This is an optimization exercise on Yosys and OpenROAD, whose aim is small area, a short achievable clock period and few clock cycles, not a production implementation.
At most, simulation tests tie the RTL to the original design; equivalence was not proved.

==> 07-17 <==
## CNN
module CNN(
    input                       clk,
    input                       rst_n,
    input                       in_valid,
    input      signed [15:0]    in_data,
    input                       opt,
    output reg                  out_valid,
    output reg signed [15:0]    out_data
);
reg [15:0] ring [0:35];
reg [15:0] kr0, kr1, kr2, kr3, kr4, kr5, kr6, kr7, kr8;
reg [6:0] cnt;           
reg       opt_r;
integer n;
always @(posedge clk) begin
    ring[0] <= (cnt < 7'd36) ? in_data : ring[35];
    for (n = 1; n < 36; n = n + 1) ring[n] <= ring[n-1];
    if (cnt == 7'd36) kr0 <= in_data;
    if (cnt == 7'd37) kr1 <= in_data;
    if (cnt == 7'd38) kr2 <= in_data;
    if (cnt == 7'd39) kr3 <= in_data;
    if (cnt == 7'd40) kr4 <= in_data;
    if (cnt == 7'd41) kr5 <= in_data;
    if (cnt == 7'd42) kr6 <= in_data;
    if (cnt == 7'd43) kr7 <= in_data;
    if (cnt == 7'd44) kr8 <= in_data;
end
always @(posedge clk or negedge rst_n) begin
    if (!rst_n) begin
        cnt <= 7'd0;
        opt_r <= 1'b0;
    end else begin
        if (cnt == 7'd0) begin
            if (in_valid) begin
                cnt <= 7'd1;
                opt_r <= opt;
            end
        end else if (cnt == 7'd67)
            cnt <= 7'd0;
        else
  ...
clock: 14.0 ns
lec_check: 0
abc_clock_period_in_ps: 3000
cap_margin: 20
core_margin: 2
core_utilization: 40
place_density: 0.6
slew_margin: 20
synth_hierarchical: 1
synth_minimum_keep_size: 0
run.sh (not shown) runs the stock make flow with config.mk's settings and CLKGATE_MAP_FILE= SYNTH_SCRIPT=/design/flow/synth_recipe.tcl, a recipe that flattens the netlist after the stock synthesis.
==> 02-26 (differences from 07-17) <==
Settings changed: ABC_CLOCK_PERIOD_IN_PS 3000 to unset.
==> run summary <==
CP Max Fanout=32; via count=33500; Req. time, crit path=14510 ps; status=no timing/DRC/antenna violations; area of the multi-input gates=0.0333 mm^2; Levels on crit path=16; Seq/Total Area, Yosys=0.408; initial antenna violation count=9; first-pass GRT wire length=213 mm; period utilization=0.391; layer with the highest usage=met2; Critical R2R Capture=mx0[9]
-- figures above: 02-26

==> run summary <==
initial antenna violation count=9; period utilization=0.391; Hold Startpoint=ring[25][12]; via count=33500; Seq/Total Area, Yosys=0.408; CTS root buffer=clkbuf_16; area of the multi-input gates=0.0333 mm^2; status=no timing/DRC/antenna violations; Req. time, crit path=14510 ps; post-synth top area cell=fa_1; Levels on crit path=16; layer with the highest usage=met2; Final ANT Viol Nets=0; # resized after CTS=0; first-pass GRT wire length=213 mm; Placeable Area=0.144 mm^2; initial core utilization=0.404; CP Max Fanout=32
-- figures above: 07-17

No functional check of the RTL was part of any run of this note.

---

==> inputs of trial 66 <==
CNN, a different RTL version from the one above (not shown whole).
export LEC_CHECK = 0
export CAP_MARGIN = 20
export CORE_MARGIN = 2
export CORE_UTILIZATION = 40
export PLACE_DENSITY = 0.6
export SLEW_MARGIN = 20
export SYNTH_HIERARCHICAL = 1
export SYNTH_MINIMUM_KEEP_SIZE = 0
create_clock -name core_clock -period 14.0 [get_ports {clk}]
standard.sh (not shown) runs the stock make flow with config.mk's settings and CLKGATE_MAP_FILE= SYNTH_SCRIPT=/design/flow/synth_recipe.tcl, a recipe that flattens the netlist after the stock synthesis.
==> flow/flow/run.sh <==
#!/bin/bash
# Standard ORFS layout, with faster port buffers and timing repair aimed
# below the clock period.
set -euo pipefail
bash standard.sh SETUP_SLACK_MARGIN=10 "BUFFER_PORTS_ARGS=-buffer_cell sky130_fd_sc_hd__buf_2" finish > make.log 2>&1
==> inputs of trial 67, as changes to trial 66 <==
--- a/flow/design.v
+++ b/flow/design.v
@@ -30,17 +30,17 @@
         cnt <= 7'd0;
         opt_r <= 1'b0;
     end else begin
         if (cnt == 7'd0) begin
             if (in_valid) begin
                 cnt <= 7'd1;
                 opt_r <= opt;
             end
-        end else if (cnt == 7'd67)
+        end else if (cnt == 7'd68)
             cnt <= 7'd0;
         else
             cnt <= cnt + 7'd1;
     end
 end
 wire [15:0] tp0 = ring[0];
 wire s1, c2;
 xnr us1 (.a(~(tp0[0] & kr0[13])), .b(~(tp0[10] & kr0[3])), .y(s1));
@@ -2181,50 +2181,50 @@
 always @(posedge clk) begin cs7a <= {c1987, c1985, c1983, c1981, c1979, c1977, c1975, c1973, c1971, c1969, c1967, c1965, c1963, c1961, c1959, ~(tp7[0] & kr7[0])}; cs7b <= {s1988, s1986, s1984, s1982, s1980, s1978, s1976, s1974, s1972, s1970, s1968, s1966, s1964, s1962, s1960, s1958}; end
 wire [17:0] xy = {2'b0, ~cs7a} + {2'b0, ~cs7b};
 wire [15:0] tp8 = ring[30];
 reg [2:0] lc;
 always @(posedge clk) lc <= xy[17:15];
 wire s1989, c1990;
 xnr us1989 (.a(1'b0), .b(cs7a[10]), .y(s1989));
 orr uc1990 (.a(1'b0), .b(cs7a[10]), .y(c1990));
-wire s1991, c1992;
-fa us1991 (.a(1'b0), .b(cs7a[11]), .c(cs7b[11]), .s(s1991), .co(c1992));
+wire s1991 = cs7a[11] ^ cs7b[11];
+wire c1992 = cs7a[11] & cs7b[11];
 wire s1993, c1994;
 xnr us1993 (.a(~(tp8[0] & kr8[11])), .b(~(tp8[10] & kr8[1])), .y(s1993));
 orr uc1994 (.a(~(tp8[0] & kr8[11])), .b(~(tp8[10] & kr8[1])), .y(c1994));
-wire s1995, c1996;
-fa us1995 (.a(1'b0), .b(cs7a[12]), .c(cs7b[12]), .s(s1995), .co(c1996));
+wire s1995 = cs7a[12] ^ cs7b[12];
+wire c1996 = cs7a[12] & cs7b[12];
 wire s1997, c1998;
 fa us1997 (.a(~(tp8[0] & kr8[12])), .b(~(tp8[10] & kr8[2])), .c(~(tp8[11] & kr8[1])), .s(s1997), .co(c1998));
 wire s1999, c2000;
 xnr us1999 (.a(~(tp8[12] & kr8[0])), .b(~(tp8[1] & kr8[11])), .y(s1999));
 orr uc2000 (.a(~(tp8[12] & kr8[0])), .b(~(tp8[1] & kr8[11])), .y(c2000));
-wire s2001, c2002;
-fa us2001 (.a(1'b0), .b(cs7a[13]), .c(cs7b[13]), .s(s2001), .co(c2002));
+wire s2001 = cs7a[13] ^ cs7b[13];
+wire c2002 = cs7a[13] & cs7b[13];
 wire s2003, c2004;
 fa us2003 (.a(~(tp8[0] & kr8[13])), .b(~(tp8[10] & kr8[3])), .c(~(tp8[11] & kr8[2])), .s(s2003), .co(c2004));
 wire s2005, c2006;
 fa us2005 (.a(~(tp8[12] & kr8[1])), .b(~(tp8[13] & kr8[0])), .c(~(tp8[1] & kr8[12])), .s(s2005), .co(c2006));
 wire s2007, c2008;
 xnr us2007 (.a(~(tp8[2] & kr8[11])), .b(~(tp8[3] & kr8[10])), .y(s2007));
 orr uc2008 (.a(~(tp8[2] & kr8[11])), .b(~(tp8[3] & kr8[10])), .y(c2008));
-wire s2009, c2010;
-fa us2009 (.a(1'b0), .b(cs7a[14]), .c(cs7b[14]), .s(s2009), .co(c2010));
+wire s2009 = cs7a[14] ^ cs7b[14];
+wire c2010 = cs7a[14] & cs7b[14];
 wire s2011, c2012;
 fa us2011 (.a(~(tp8[0] & kr8[14])), .b(~(tp8[10] & kr8[4])), .c(~(tp8[11] & kr8[3])), .s(s2011), .co(c2012));
 wire s2013, c2014;
 fa us2013 (.a(~(tp8[12] & kr8[2])), .b(~(tp8[13] & kr8[1])), .c(~(tp8[14] & kr8[0])), .s(s2013), .co(c2014));
 wire s2015, c2016;
 fa us2015 (.a(~(tp8[1] & kr8[13])), .b(~(tp8[2] & kr8[12])), .c(~(tp8[3] & kr8[11])), .s(s2015), .co(c2016));
 wire s2017, c2018;
 xnr us2017 (.a(~(tp8[4] & kr8[10])), .b(~(tp8[5] & kr8[9])), .y(s2017));
 orr uc2018 (.a(~(tp8[4] & kr8[10])), .b(~(tp8[5] & kr8[9])), .y(c2018));
-wire s2019, c2020;
-fa us2019 (.a(1'b0), .b(cs7a[15]), .c(cs7b[15]), .s(s2019), .co(c2020));
+wire s2019 = cs7a[15] ^ cs7b[15];
+wire c2020 = cs7a[15] & cs7b[15];
 wire s2021, c2022;
 fa us2021 (.a((tp8[0] & kr8[15])), .b((tp8[15] & kr8[0])), .c(~(tp8[10] & kr8[5])), .s(s2021), .co(c2022));
 wire s2023, c2024;
 fa us2023 (.a(~(tp8[11] & kr8[4])), .b(~(tp8[12] & kr8[3])), .c(~(tp8[13] & kr8[2])), .s(s2023), .co(c2024));
 wire s2025, c2026;
 fa us2025 (.a(~(tp8[14] & kr8[1])), .b(~(tp8[1] & kr8[14])), .c(~(tp8[2] & kr8[13])), .s(s2025), .co(c2026));
 wire s2027, c2028;
 fa us2027 (.a(~(tp8[3] & kr8[12])), .b(~(tp8[4] & kr8[11])), .c(~(tp8[5] & kr8[10])), .s(s2027), .co(c2028));
@@ -2252,30 +2252,30 @@
 xnr us2047 (.a(~(tp8[11] & kr8[7])), .b(~(tp8[12] & kr8[6])), .y(s2047));
 orr uc2048 (.a(~(tp8[11] & kr8[7])), .b(~(tp8[12] & kr8[6])), .y(c2048));
 wire s2049, c2050;
 xnr us2049 (.a((tp8[15] & kr8[4])), .b((tp8[4] & kr8[15])), .y(s2049));
 orr uc2050 (.a((tp8[15] & kr8[4])), .b((tp8[4] & kr8[15])), .y(c2050));
 wire s2051, c2052;
 xnr us2051 (.a(1'b0), .b(cs7a[6]), .y(s2051));
 orr uc2052 (.a(1'b0), .b(cs7a[6]), .y(c2052));
-wire s2053, c2054;
-fa us2053 (.a(1'b0), .b(cs7a[7]), .c(cs7b[7]), .s(s2053), .co(c2054));
+wire s2053 = cs7a[7] ^ cs7b[7];
+wire c2054 = cs7a[7] & cs7b[7];
 wire s2055, c2056;
 xnr us2055 (.a(~(tp8[0] & kr8[7])), .b(~(tp8[1] & kr8[6])), .y(s2055));
 orr uc2056 (.a(~(tp8[0] & kr8[7])), .b(~(tp8[1] & kr8[6])), .y(c2056));
-wire s2057, c2058;
-fa us2057 (.a(1'b0), .b(cs7a[8]), .c(cs7b[8]), .s(s2057), .co(c2058));
+wire s2057 = cs7a[8] ^ cs7b[8];
+wire c2058 = cs7a[8] & cs7b[8];
 wire s2059, c2060;
 fa us2059 (.a(~(tp8[0] & kr8[8])), .b(~(tp8[1] & kr8[7])), .c(~(tp8[2] & kr8[6])), .s(s2059), .co(c2060));
 wire s2061, c2062;
 xnr us2061 (.a(~(tp8[3] & kr8[5])), .b(~(tp8[4] & kr8[4])), .y(s2061));
 orr uc2062 (.a(~(tp8[3] & kr8[5])), .b(~(tp8[4] & kr8[4])), .y(c2062));
-wire s2063, c2064;
-fa us2063 (.a(1'b0), .b(cs7a[9]), .c(cs7b[9]), .s(s2063), .co(c2064));
+wire s2063 = cs7a[9] ^ cs7b[9];
+wire c2064 = cs7a[9] & cs7b[9];
 wire s2065, c2066;
 fa us2065 (.a(~(tp8[0] & kr8[9])), .b(~(tp8[1] & kr8[8])), .c(~(tp8[2] & kr8[7])), .s(s2065), .co(c2066));
 wire s2067, c2068;
 fa us2067 (.a(~(tp8[3] & kr8[6])), .b(~(tp8[4] & kr8[5])), .c(~(tp8[5] & kr8[4])), .s(s2067), .co(c2068));
 wire s2069, c2070;
 xnr us2069 (.a(~(tp8[6] & kr8[3])), .b(~(tp8[7] & kr8[2])), .y(s2069));
 orr uc2070 (.a(~(tp8[6] & kr8[3])), .b(~(tp8[7] & kr8[2])), .y(c2070));
 wire s2071, c2072;
@@ -2380,23 +2380,23 @@
 xnr us2167 (.a(~(tp8[11] & kr8[11])), .b(~(tp8[12] & kr8[10])), .y(s2167));
 orr uc2168 (.a(~(tp8[11] & kr8[11])), .b(~(tp8[12] & kr8[10])), .y(c2168));
 wire s2169, c2170;
 xnr us2169 (.a((tp8[15] & kr8[8])), .b((tp8[8] & kr8[15])), .y(s2169));
 orr uc2170 (.a((tp8[15] & kr8[8])), .b((tp8[8] & kr8[15])), .y(c2170));
 wire s2171, c2172;
 xnr us2171 (.a(1'b0), .b(cs7a[3]), .y(s2171));
 orr uc2172 (.a(1'b0), .b(cs7a[3]), .y(c2172));
-wire s2173, c2174;
-fa us2173 (.a(1'b0), .b(cs7a[4]), .c(cs7b[4]), .s(s2173), .co(c2174));
+wire s2173 = cs7a[4] ^ cs7b[4];
+wire c2174 = cs7a[4] & cs7b[4];
 wire s2175, c2176;
 xnr us2175 (.a(~(tp8[0] & kr8[4])), .b(~(tp8[1] & kr8[3])), .y(s2175));
 orr uc2176 (.a(~(tp8[0] & kr8[4])), .b(~(tp8[1] & kr8[3])), .y(c2176));
-wire s2177, c2178;
-fa us2177 (.a(1'b0), .b(cs7a[5]), .c(cs7b[5]), .s(s2177), .co(c2178));
+wire s2177 = cs7a[5] ^ cs7b[5];
+wire c2178 = cs7a[5] & cs7b[5];
 wire s2179, c2180;
 fa us2179 (.a(~(tp8[0] & kr8[5])), .b(~(tp8[1] & kr8[4])), .c(~(tp8[2] & kr8[3])), .s(s2179), .co(c2180));
 wire s2181, c2182;
 xnr us2181 (.a(~(tp8[3] & kr8[2])), .b(~(tp8[4] & kr8[1])), .y(s2181));
 orr uc2182 (.a(~(tp8[3] & kr8[2])), .b(~(tp8[4] & kr8[1])), .y(c2182));
 wire s2183, c2184;
 fa us2183 (.a(cs7b[6]), .b(~(tp8[0] & kr8[6])), .c(~(tp8[1] & kr8[5])), .s(s2183), .co(c2184));
 wire s2185, c2186;
@@ -2518,18 +2518,18 @@
 xnr us2299 (.a(~(tp8[12] & kr8[13])), .b(~(tp8[13] & kr8[12])), .y(s2299));
 orr uc2300 (.a(~(tp8[12] & kr8[13])), .b(~(tp8[13] & kr8[12])), .y(c2300));
 wire s2301, c2302;
 xnr us2301 (.a((tp8[11] & kr8[15])), .b((tp8[15] & kr8[11])), .y(s2301));
 orr uc2302 (.a((tp8[11] & kr8[15])), .b((tp8[15] & kr8[11])), .y(c2302));
 wire s2303, c2304;
 xnr us2303 (.a(1'b0), .b(cs7a[1]), .y(s2303));
 orr uc2304 (.a(1'b0), .b(cs7a[1]), .y(c2304));
-wire s2305, c2306;
-fa us2305 (.a(1'b0), .b(cs7a[2]), .c(cs7b[2]), .s(s2305), .co(c2306));
+wire s2305 = cs7a[2] ^ cs7b[2];
+wire c2306 = cs7a[2] & cs7b[2];
 wire s2307, c2308;
 xnr us2307 (.a(~(tp8[0] & kr8[2])), .b(~(tp8[1] & kr8[1])), .y(s2307));
 orr uc2308 (.a(~(tp8[0] & kr8[2])), .b(~(tp8[1] & kr8[1])), .y(c2308));
 wire s2309, c2310;
 fa us2309 (.a(cs7b[3]), .b(~(tp8[0] & kr8[3])), .c(~(tp8[1] & kr8[2])), .s(s2309), .co(c2310));
 wire s2311, c2312;
 fa us2311 (.a(~(tp8[2] & kr8[1])), .b(~(tp8[3] & kr8[0])), .c(s2171), .s(s2311), .co(c2312));
 wire s2313, c2314;
@@ -2755,64 +2755,57 @@
 fa us2527 (.a(c2408), .b(s2467), .c(c2466), .s(s2527), .co(c2528));
 wire s2529, c2530;
 fa us2529 (.a(c2410), .b(s2469), .c(c2468), .s(s2529), .co(c2530));
 wire s2531, c2532;
 xnr us2531 (.a(~(tp8[15] & kr8[15])), .b(c2470), .y(s2531));
 orr uc2532 (.a(~(tp8[15] & kr8[15])), .b(c2470), .y(c2532));
 reg [31:0] sa, sb;
 always @(posedge clk) begin sa <= {1'b0, c2530, c2528, c2526, c2524, c2522, c2520, c2518, c2516, c2514, c2512, c2510, c2508, c2506, c2504, c2502, c2500, c2498, c2496, c2494, c2492, c2490, c2488, c2486, c2484, c2482, c2480, c2478, c2476, c2474, c2472, s2411}; sb <= {c2532, s2531, s2529, s2527, s2525, s2523, s2521, s2519, s2517, s2515, s2513, s2511, s2509, s2507, s2505, s2503, s2501, s2499, s2497, s2495, s2493, s2491, s2489, s2487, s2485, s2483, s2481, s2479, s2477, s2475, s2473, s2471}; end
-wire [1:0] l = {1'b0, lc[0]} + lc[2:1];
-wire [16:0] ul = {1'b0, sa[15:0]} + {1'b0, sb[15:0]};
-wire cl = ul[16];
-wire [15:0] uh = sa[31:16] + sb[31:16] + {14'd0, l} + {15'd0, cl};
-wire signed [15:0] fs = ~ul[15:0];
-wire z = !uh[15] && !opt_r;           
+wire [31:0] u = sa + sb + {14'd0, lc[2:1], 16'd0} + {15'd0, lc[0], 16'd0};   
+reg signed [15:0] f;
+always @(posedge clk) f <= (!u[31] && !opt_r) ? 16'sd0 : ~u[15:0];
 reg fv, g, first, last;
 always @(*) begin
     fv = 1'b0; g = 1'b0; first = 1'b0; last = 1'b0;
     case (cnt)
-        7'd45: begin fv = 1'b1; g = 1'b0; first = 1'b1; last = 1'b0; end
-        7'd46: begin fv = 1'b1; g = 1'b0; first = 1'b0; last = 1'b0; end
-        7'd47: begin fv = 1'b1; g = 1'b1; first = 1'b1; last = 1'b0; end
-        7'd48: begin fv = 1'b1; g = 1'b1; first = 1'b0; last = 1'b0; end
-        7'd51: begin fv = 1'b1; g = 1'b0; first = 1'b0; last = 1'b0; end
-        7'd52: begin fv = 1'b1; g = 1'b0; first = 1'b0; last = 1'b1; end
-        7'd53: begin fv = 1'b1; g = 1'b1; first = 1'b0; last = 1'b0; end
-        7'd54: begin fv = 1'b1; g = 1'b1; first = 1'b0; last = 1'b1; end
-        7'd57: begin fv = 1'b1; g = 1'b0; first = 1'b1; last = 1'b0; end
-        7'd58: begin fv = 1'b1; g = 1'b0; first = 1'b0; last = 1'b0; end
-        7'd59: begin fv = 1'b1; g = 1'b1; first = 1'b1; last = 1'b0; end
-        7'd60: begin fv = 1'b1; g = 1'b1; first = 1'b0; last = 1'b0; end
-        7'd63: begin fv = 1'b1; g = 1'b0; first = 1'b0; last = 1'b0; end
-        7'd64: begin fv = 1'b1; g = 1'b0; first = 1'b0; last = 1'b1; end
-        7'd65: begin fv = 1'b1; g = 1'b1; first = 1'b0; last = 1'b0; end
-        7'd66: begin fv = 1'b1; g = 1'b1; first = 1'b0; last = 1'b1; end
+        7'd46: begin fv = 1'b1; g = 1'b0; first = 1'b1; last = 1'b0; end
+        7'd47: begin fv = 1'b1; g = 1'b0; first = 1'b0; last = 1'b0; end
+        7'd48: begin fv = 1'b1; g = 1'b1; first = 1'b1; last = 1'b0; end
+        7'd49: begin fv = 1'b1; g = 1'b1; first = 1'b0; last = 1'b0; end
+        7'd52: begin fv = 1'b1; g = 1'b0; first = 1'b0; last = 1'b0; end
+        7'd53: begin fv = 1'b1; g = 1'b0; first = 1'b0; last = 1'b1; end
+        7'd54: begin fv = 1'b1; g = 1'b1; first = 1'b0; last = 1'b0; end
+        7'd55: begin fv = 1'b1; g = 1'b1; first = 1'b0; last = 1'b1; end
+        7'd58: begin fv = 1'b1; g = 1'b0; first = 1'b1; last = 1'b0; end
+        7'd59: begin fv = 1'b1; g = 1'b0; first = 1'b0; last = 1'b0; end
+        7'd60: begin fv = 1'b1; g = 1'b1; first = 1'b1; last = 1'b0; end
+        7'd61: begin fv = 1'b1; g = 1'b1; first = 1'b0; last = 1'b0; end
+        7'd64: begin fv = 1'b1; g = 1'b0; first = 1'b0; last = 1'b0; end
+        7'd65: begin fv = 1'b1; g = 1'b0; first = 1'b0; last = 1'b1; end
+        7'd66: begin fv = 1'b1; g = 1'b1; first = 1'b0; last = 1'b0; end
+        7'd67: begin fv = 1'b1; g = 1'b1; first = 1'b0; last = 1'b1; end
         default: ;
     endcase
 end
 reg pv0, pv1, pfirst, plast, pg;
 always @(posedge clk or negedge rst_n) begin
     if (!rst_n) begin
         pv0 <= 1'b0; pv1 <= 1'b0; pfirst <= 1'b0; plast <= 1'b0; pg <= 1'b0;
     end else begin
         pv0 <= fv && !g; pv1 <= fv && g; pfirst <= first; plast <= fv && last; pg <= g;
     end
 end
 reg signed [15:0] mx0, mx1;
-wire signed [15:0] a0 = (pfirst || fs > mx0) ? fs : mx0;
-wire signed [15:0] a1 = (pfirst || fs > mx1) ? fs : mx1;
-wire signed [15:0] b0 = (pfirst || mx0[15]) ? 16'sd0 : mx0;
-wire signed [15:0] b1 = (pfirst || mx1[15]) ? 16'sd0 : mx1;
-wire signed [15:0] n0 = z ? b0 : a0;
-wire signed [15:0] n1 = z ? b1 : a1;
+wire signed [15:0] mx = pg ? mx1 : mx0;
+wire signed [15:0] mxn = (pfirst || f > mx) ? f : mx;
 always @(posedge clk) begin
-    if (pv0) mx0 <= n0;
-    if (pv1) mx1 <= n1;
-    out_data <= pg ? n1 : n0;
+    if (pv0) mx0 <= mxn;
+    if (pv1) mx1 <= mxn;
+    out_data <= mxn;
 end
 always @(posedge clk or negedge rst_n) begin
     if (!rst_n) out_valid <= 1'b0;
     else out_valid <= plast;
 end
 endmodule
 module xnr(input a, b, output y);
 assign y = ~(a ^ b);
==> flow/flow/run.sh (replaced) <==
#!/bin/bash
# Standard ORFS layout, with faster port buffers and timing repair aimed
# below the clock period.
set -euo pipefail
bash standard.sh SETUP_SLACK_MARGIN=10 CTS_BUF_DISTANCE=120 "BUFFER_PORTS_ARGS=-buffer_cell sky130_fd_sc_hd__buf_2" finish > make.log 2>&1
==> flow/config.mk (replaced) <==
export PLATFORM = sky130hd
export DESIGN_NAME = CNN
export DESIGN_NICKNAME = CNN
export VERILOG_FILES = /design/flow/design.v
export SDC_FILE = /design/flow/constraint.sdc
export NUM_CORES = 4
export LEC_CHECK = 0
export CAP_MARGIN = 20
export CORE_MARGIN = 2
export CORE_UTILIZATION = 40
export CTS_CLUSTER_DIAMETER = 100
export CTS_CLUSTER_SIZE = 25
export PLACE_DENSITY = 0.6
export SLEW_MARGIN = 20
export SYNTH_HIERARCHICAL = 1
export SYNTH_MINIMUM_KEEP_SIZE = 0
==> run summary <==
                                                                                  trial 67                 trial 66
Outcome                                                            complete, no violations  complete, no violations
Reg area                                                                       0.0243 mm^2              0.0240 mm^2
Cell area after technology mapping                                             0.0593 mm^2              0.0595 mm^2
Final sequential cell count                                                           1118                     1102
Fraction of layout cells with a size suffix above 1                                  5.82%                    10.9%
End point of the critical path                                                   out_valid                  mx0[12]
Effective utilization at floorplan                                                   40.2%                    40.3%
Cts repair resizes                                                                      13                      102
Utilization after layout                                                             43.4%                    45.5%
Share of synthesized flip-flops with an asynchronous set or reset                    1.25%                    1.27%
Reg2Reg Capture Point                                                               sb[18]                  mx0[12]
Max stage delay on crit path                                                       0.37 ns                  0.58 ns
Critical path data arrival time                                                    1.18 ns                  5.26 ns
Launching point of the worst reg2reg path                                          kr8[10]                    sa[0]
Post-route cell area                                                           0.0640 mm^2              0.0672 mm^2
Hold path endpoint                                                             ring[33][9]               ring[6][7]
Testbench counts of trial 67, summed over its fixed seeds: cycles 13,248.
The RTL of trial 66 was laid out without a check of its function.

[port drivers added, routing unchanged]
How much do the figures lean on ideal ports? The routed layouts below were timed once more, with nothing changed but the port constraints.
Step 1 assumes that a clkbuf_16 drives the clock port and a buf_2 every other input.
Step 2 moves the port delays by t, midway between the first and last clock arrival at a register: inputs arrive t later, outputs are due t later. That takes back most of the time a late clock gives input paths.
a / b / c = no drivers / after step 1 / after step 2; a / b = the first two.
run	shift t [ns]	setup slack, ns	worst hold slack (ns)	worst setup path after step 2
07-17	0.801	8.532 / 8.532 / 8.532	0.296 / 0.296 / 0.296	register to register
02-26	0.801	8.532 / 8.532 / 8.532	0.296 / 0.296 / 0.296	register to register
trial 66	0.799	9.220 / 9.220 / 9.220	0.285 / 0.285 / 0.285	register to register
trial 67	0.756	10.024 / 9.946 / 10.062	0.301 / 0.301 / 0.301	register to register
After both steps setup and hold are still met in every run listed.
